Source: an optimization exercise on an open RTL-to-GDS flow (aim: small area). Production flows keep margins and buffers that such runs may drop. Only simulation tests tie the RTL to the original design; equivalence was not proved. Power and IR drop assume default switching activity.

==> trial 3: inputs <==
## MazeRunner
module MazeRunner(clk,RST_n,SS_n,MOSI,MISO,SCLK,PWMR,PWML,
                  DIRR,DIRL,IR_EN,BMPL_n,BMPR_n,buzz,
                  buzz_n,RX,LED);
  input clk;             
  input RST_n;           
  output SS_n;           
  output MOSI;           
  output SCLK;           
  input MISO;            
  output PWMR;           
  output PWML;           
  output DIRR;           
  output DIRL;           
  output IR_EN;          
  input BMPL_n;          
  input BMPR_n;          
  output buzz;           
  output buzz_n;
  input RX;              
  output [7:0] LED;      
  wire rst_n;
  wire line_present, err_vld, err_vld2, go;
  wire [10:0] err_raw, err_opn, err_sat;
  wire [11:0] lft_spd, rght_spd;
  rst_synch iRST(.clk(clk),.RST_n(RST_n),.rst_n(rst_n));
  logic [10:0] pcnt;
  wire [10:0] pcnt_inc;
  rca #(11) iPC(.a(pcnt),.b(11'h000),.ci(1'b1),.s(pcnt_inc),.co());
  always_ff @(posedge clk, negedge rst_n)
    if (!rst_n) pcnt <= 11'h000;
    else        pcnt <= pcnt_inc;
  IR_intf iIR(.clk(clk),.rst_n(rst_n),.pcnt(pcnt),.MISO(MISO),.SS_n(SS_n),.SCLK(SCLK),.MOSI(MOSI),
              .IR_en(IR_EN),.line_present(line_present),.err_raw(err_raw),.err_vld(err_vld),.err_vld2(err_vld2));
  cmd_proc icmd(.clk(clk),.rst_n(rst_n),.line_present(line_present),.BMPL_n(BMPL_n),.BMPR_n(BMPR_n),
                .RX(RX),.go(go),.err_opn(err_opn),.buzz(buzz));
  assign buzz_n = ~buzz;
  ...
clock: 10.0 ns
lec_check: 0
cap_margin: 20
core_margin: 2
core_utilization: 40
place_density: 0.6
slew_margin: 20
run.sh (not shown) runs the stock make flow with config.mk's settings and CLKGATE_MAP_FILE= SYNTH_SCRIPT=/design/flow/synth_recipe.tcl, a recipe that flattens the netlist after the stock synthesis.
==> trial 95: changes against trial 3 <==
--- a/flow/design.v
+++ b/flow/design.v
@@ -154,28 +154,27 @@
     end else begin
       rx_ff1 <= RX;
       rx_ff2 <= rx_ff1;
     end
   logic [3:0] bit_cnt;
-  logic [12:0] baud_cnt;
+  logic [12:0] baud_lfsr;    
   logic [8:0] shift_reg;
   wire rx_idle = bit_cnt[3] & (bit_cnt[2] | (bit_cnt[1] & bit_cnt[0]));
   wire rdy     = (bit_cnt == 4'd11);
   wire start   = rx_idle & ~rx_ff2;
-  wire shift   = (baud_cnt == 13'd0);
+  wire shift   = &baud_lfsr;
   wire [3:0] bit_inc;
-  wire [12:0] baud_dec;
   rca #(4) iBI(.a(bit_cnt),.b(4'h0),.ci(1'b1),.s(bit_inc),.co());
-  rca #(13) iBD(.a(baud_cnt),.b(13'h1FFF),.ci(1'b0),.s(baud_dec),.co());
+  wire baud_fb = baud_lfsr[12] ^ baud_lfsr[4] ^ baud_lfsr[1] ^ baud_lfsr[0];
   always_ff @(posedge clk, negedge rst_n)
     if (!rst_n)       bit_cnt <= 4'd12;
     else if (rx_idle) bit_cnt <= start ? 4'd0 : 4'd12;
     else if (shift | (bit_cnt == 4'd10)) bit_cnt <= bit_inc;
   always_ff @(posedge clk)
-    if (start)         baud_cnt <= 13'd2604;
-    else if (shift)    baud_cnt <= 13'd5208;
-    else if (!rx_idle) baud_cnt <= baud_dec;
+    if (start)         baud_lfsr <= 13'h1535;
+    else if (shift)    baud_lfsr <= 13'h0A87;
+    else if (!rx_idle) baud_lfsr <= {baud_lfsr[11:0], baud_fb};
   always_ff @(posedge clk)
     if (shift) shift_reg <= {rx_ff2, shift_reg[8:1]};
   logic upper_st;
   logic [7:0] upper_byte;
   always_ff @(posedge clk)
@@ -205,11 +204,12 @@
                    EDGE_DETECT = 3'd4, WAIT_SHORT = 3'd5, WAIT_LONG = 3'd6, WAIT_LINE_PRESENT = 3'd7;
   logic [2:0] state, nxt_state;
   logic buzz_en, nxt_cmd, rev1, rev2, veer, clr_opn, clr_tmr;
   logic [15:0] cmd_reg;
   logic last_veer_rght;
-  logic [20:0] tmr;
+  logic [13:0] tmr_lo;
+  logic [6:0] tmr_hi;
   logic buzz_q;                  
   wire bump = ~BMPR_n | ~BMPL_n;
   wire [1:0] cmd_2bit = cmd_reg[1:0];
   always_comb begin
     go = 1;
@@ -256,30 +256,30 @@
           nxt_state = LINE_PRESENT;
       end
       WAIT: begin                
         go = 0;
         buzz_en = 1;
-        if (tmr[17]) nxt_state = EDGE_DETECT;
+        if (tmr_hi[3]) nxt_state = EDGE_DETECT;
       end
       EDGE_DETECT: begin
         go = 0;
         buzz_en = 1;
         if (bump) begin
           nxt_state = LINE_PRESENT;
           go = 1;
         end
       end
       WAIT_SHORT: begin          
-        if (tmr[19] & tmr[17]) begin
+        if (tmr_hi[5] & tmr_hi[3]) begin
           nxt_state = WAIT_LONG;
           go = 0;
           rev2 = 1;
           clr_tmr = 1;
         end
       end
       WAIT_LONG: begin           
-        if (tmr[20]) begin
+        if (tmr_hi[6]) begin
           nxt_state = WAIT_LINE_PRESENT;
           clr_opn = 1;
         end
       end
       default: begin             
@@ -292,19 +292,26 @@
     endcase
   end
   always_ff @(posedge clk, negedge rst_n)
     if (!rst_n) state <= IDLE;
     else        state <= nxt_state;
-  wire [20:0] tmr_inc;
-  rca #(21) iTI(.a(tmr),.b(21'h0),.ci(1'b1),.s(tmr_inc),.co());
-  always_ff @(posedge clk)
-    if (clr_tmr) tmr <= 21'h0;
-    else         tmr <= tmr_inc;
+  wire [6:0] tmr_hi_inc;
+  wire tmr_wrap = (tmr_lo == 14'h2000);
+  wire tmr_fb = tmr_lo[13] ^ tmr_lo[11] ^ tmr_lo[1] ^ tmr_lo[0] ^ ~|tmr_lo[12:0];
+  rca #(7) iTI(.a(tmr_hi),.b(7'h00),.ci(tmr_wrap),.s(tmr_hi_inc),.co());
+  always_ff @(posedge clk)
+    if (clr_tmr) begin
+      tmr_lo <= 14'h0000;
+      tmr_hi <= 7'h00;
+    end else begin
+      tmr_lo <= {tmr_lo[12:0], tmr_fb};
+      tmr_hi <= tmr_hi_inc;
+    end
   always_ff @(posedge clk, negedge rst_n)
     if (!rst_n) buzz_q <= 1'b0;
     else        buzz_q <= buzz_en;
-  assign buzz = buzz_q & tmr[14];
+  assign buzz = buzz_q & tmr_hi[0];
   always_ff @(posedge clk)
     if (cap_cmd)      cmd_reg <= cmd;
     else if (nxt_cmd) cmd_reg <= {2'b00, cmd_reg[15:2]};
   always_ff @(posedge clk, negedge rst_n)
     if (!rst_n)       last_veer_rght <= 1'b0;
@@ -347,12 +354,12 @@
   input err_vld;
   input err_vld2;                
   input go;
   input line_present;
   output [11:0] lft_spd, rght_spd;
-  logic [10:0] err_sat_piped, err_current, err_prev;
-  logic [7:0]  D_diff_sat_piped;
+  logic [10:0] err_current, err_prev;
+  logic [7:0]  D_diff_sat, D_diff_sat_piped;
   logic [15:0] integrator;
   logic line_1;
   logic [4:0] frwrd_q;           
   logic go_q;
   logic [11:0] pid_q;
@@ -367,25 +374,25 @@
       go_q <= 1'b0;
     end else begin
       frwrd_q <= frwrd;
       go_q <= go;
     end
-  always_ff @(posedge clk) begin
-    err_sat_piped <= err_sat;
+  always_ff @(posedge clk)
     line_1 <= line_present;
-  end
   always_ff @(posedge clk)
-    if (err_vld2) begin
-      err_current <= err_sat_piped;
+    if (err_vld) begin
+      err_current <= err_sat;
       err_prev <= err_current;
     end
   wire [10:0] D_diff;
-  rca #(11) iDD(.a(err_sat_piped),.b(~err_prev),.ci(1'b1),.s(D_diff),.co());
-  always_ff @(posedge clk)
-    D_diff_sat_piped <= (D_diff[10] && (D_diff[9:7] != 3'b111)) ? 8'h80 :
-                        (~D_diff[10] && |D_diff[9:7]) ? 8'h7F : D_diff[7:0];
-  wire [15:0] err_ext = {{5{err_sat_piped[10]}}, err_sat_piped};
+  rca #(11) iDD(.a(err_sat),.b(~err_prev),.ci(1'b1),.s(D_diff),.co());
+  always_ff @(posedge clk) begin
+    D_diff_sat <= (D_diff[10] && (D_diff[9:7] != 3'b111)) ? 8'h80 :
+                  (~D_diff[10] && |D_diff[9:7]) ? 8'h7F : D_diff[7:0];
+    D_diff_sat_piped <= D_diff_sat;
+  end
+  wire [15:0] err_ext = {{5{err_current[10]}}, err_current};
   wire [15:0] add_result;
   rca #(16) iIA(.a(err_ext),.b(integrator),.ci(1'b0),.s(add_result),.co());
   wire over = (err_ext[15] == integrator[15]) && (add_result[15] != integrator[15]);
   always_ff @(posedge clk)
     if (~go || ~moving || (line_present & ~line_1))
==> flow/flow/run.sh (new file) <==
#!/bin/bash
# Own flow: the standard layout, with synthesis mapped for area by ABC.
# Synthesis runs first with flow/synth_area.tcl (the standard flow's synthesis script
# with a different ABC script); standard.sh then runs the remaining steps
# from the synthesized netlist.  Each tool's output goes to its own log.
set -euo pipefail
W=$(pwd)
make -C "$FLOW_HOME" DESIGN_CONFIG="$W/config.mk" WORK_HOME="$W/orfs" CLKGATE_MAP_FILE= \
  SYNTH_SCRIPT="$W/flow/synth_area.tcl" synth > "$W/synth.log" 2>&1
# clock tree: clkbuf_8 leaves over clusters of up to 16 registers, no
# dummy loads
export CTS_ARGS="-sink_clustering_enable -repair_clock_nets -sink_clustering_size 16 -sink_clustering_max_diameter 60 -buf_list sky130_fd_sc_hd__clkbuf_8 -dont_use_dummy_load"
# every port still gets a buffer, the smallest one
export BUFFER_PORTS_ARGS="-buffer_cell sky130_fd_sc_hd__buf_1"
bash "$W/standard.sh" finish > "$W/layout.log" 2>&1
test -s "$W/out/final.def"
==> flow/flow/abc_area.script (new file) <==
strash
balance
rewrite
refactor
balance
rewrite
rewrite -z
balance
refactor -z
rewrite -z
balance
balance
rewrite
refactor
balance
rewrite
rewrite -z
balance
refactor -z
rewrite -z
balance
dch -f
amap
topo
dnsize -c
==> flow/flow/synth_area.tcl (new file) <==
# The standard synthesis script (synth_recipe.tcl), with the ABC step
# mapping for area: same passes, same registers; only the combinational
# mapping script differs.
set area_script [file join [file dirname [file normalize [info script]]] abc_area.script]
proc synth {args} { yosys synth -nofsm -noshare {*}$args }
proc abc {args} {
  global area_script
  set i [lsearch $args -script]
  if {$i >= 0} {
    set args [lreplace $args $i [expr {$i + 1}] -script $area_script]
  }
  yosys abc {*}$args
}
source $::env(SCRIPTS_DIR)/synth.tcl
# left out here: clear keep_hierarchy, flatten, clean up, hide names made inside functions, write 1_2_yosys.v
==> flow/standard.sh (new file) <==
#!/bin/bash
# synth_recipe.tcl (not shown) runs the flow's synth.tcl, then flattens the netlist and writes it again
# the make line also repeats each setting of config.mk as NAME=value (left out here)
make -C /OpenROAD-flow-scripts/flow DESIGN_CONFIG=/design/flow/config.mk WORK_HOME=/design/flow/orfs CLKGATE_MAP_FILE= SYNTH_SCRIPT=/design/flow/synth_recipe.tcl "${@:-finish}"
Settings changed: CTS_BUF_LIST from default to sky130_fd_sc_hd__clkbuf_8, CTS_CLUSTER_DIAMETER from default to 60, CTS_CLUSTER_SIZE from default to 16.
removed: flow/run.sh
==> build 63: changes against trial 3 <==
Settings changed: CTS_BUF_LIST from default to sky130_fd_sc_hd__clkbuf_4, CTS_CLUSTER_DIAMETER from default to 40, CTS_CLUSTER_SIZE from default to 10.
==> comparison table <==
item                                                         trial 95            build 63             trial 3
Final-layout clock-cell area share                             0.0302              0.0470              0.0608
Clk Latency, worst-skew pair                                  0.57 ns             0.63 ns             0.52 ns
Sequential cell area fraction in the yosys report               0.512               0.468               0.468
Via count of the first global-routing pass                      6,795               7,229               7,176
Largest stage delay on the critical path                      0.68 ns             0.47 ns             0.47 ns
Antenna violations before repair                                    0                   1                   0
Aggregate global-route resource usage                           0.147               0.143               0.142
Distinct cells, synth                                              49                  75                  75
Top cell type's share of synthesized area                       0.194               0.175               0.175
Post-synth design cell area                              10,600 sq um        11,700 sq um        11,700 sq um
Min Clock Period, post-route                                  8.44 ns             8.24 ns             8.24 ns
Site row count                                                     59                  62                  62
Arrival time of the worst setup path                          8.91 ns             8.72 ns             8.62 ns
Minimum setup slack among reg-to-reg paths                    1.56 ns             1.76 ns             1.76 ns
FFs w/ async S/R, synth                                         0.301               0.297               0.297
Pwr/cell area                                             145 nW/um^2         144 nW/um^2         154 nW/um^2
FMAX                                                          118 MHz             121 MHz             121 MHz
Routed wire length per instance                               14.7 um             14.2 um             14.4 um
Status                               no timing/DRC/antenna violations  no timing/DRC/antenna violations  no timing/DRC/antenna violations
Worst path setup slack after routing                          1.56 ns             1.76 ns             1.76 ns
Worst slew margin relative to its limit                         0.301               0.411               0.414
Post-synthesis compound-gate area fraction                      0.129               0.100               0.100
Reg-to-Reg End                                     iPID.integrator[4]  iPID.integrator[3]  iPID.integrator[3]
Maximum level of the CTS H-tree                                     1                   2                   1
Count of non-CTS inverters in the layout                          159                 121                 121
Post-route clock skew                                       0.0630 ns           0.0605 ns           0.0145 ns
Initial core utilization                                        0.406               0.407               0.407
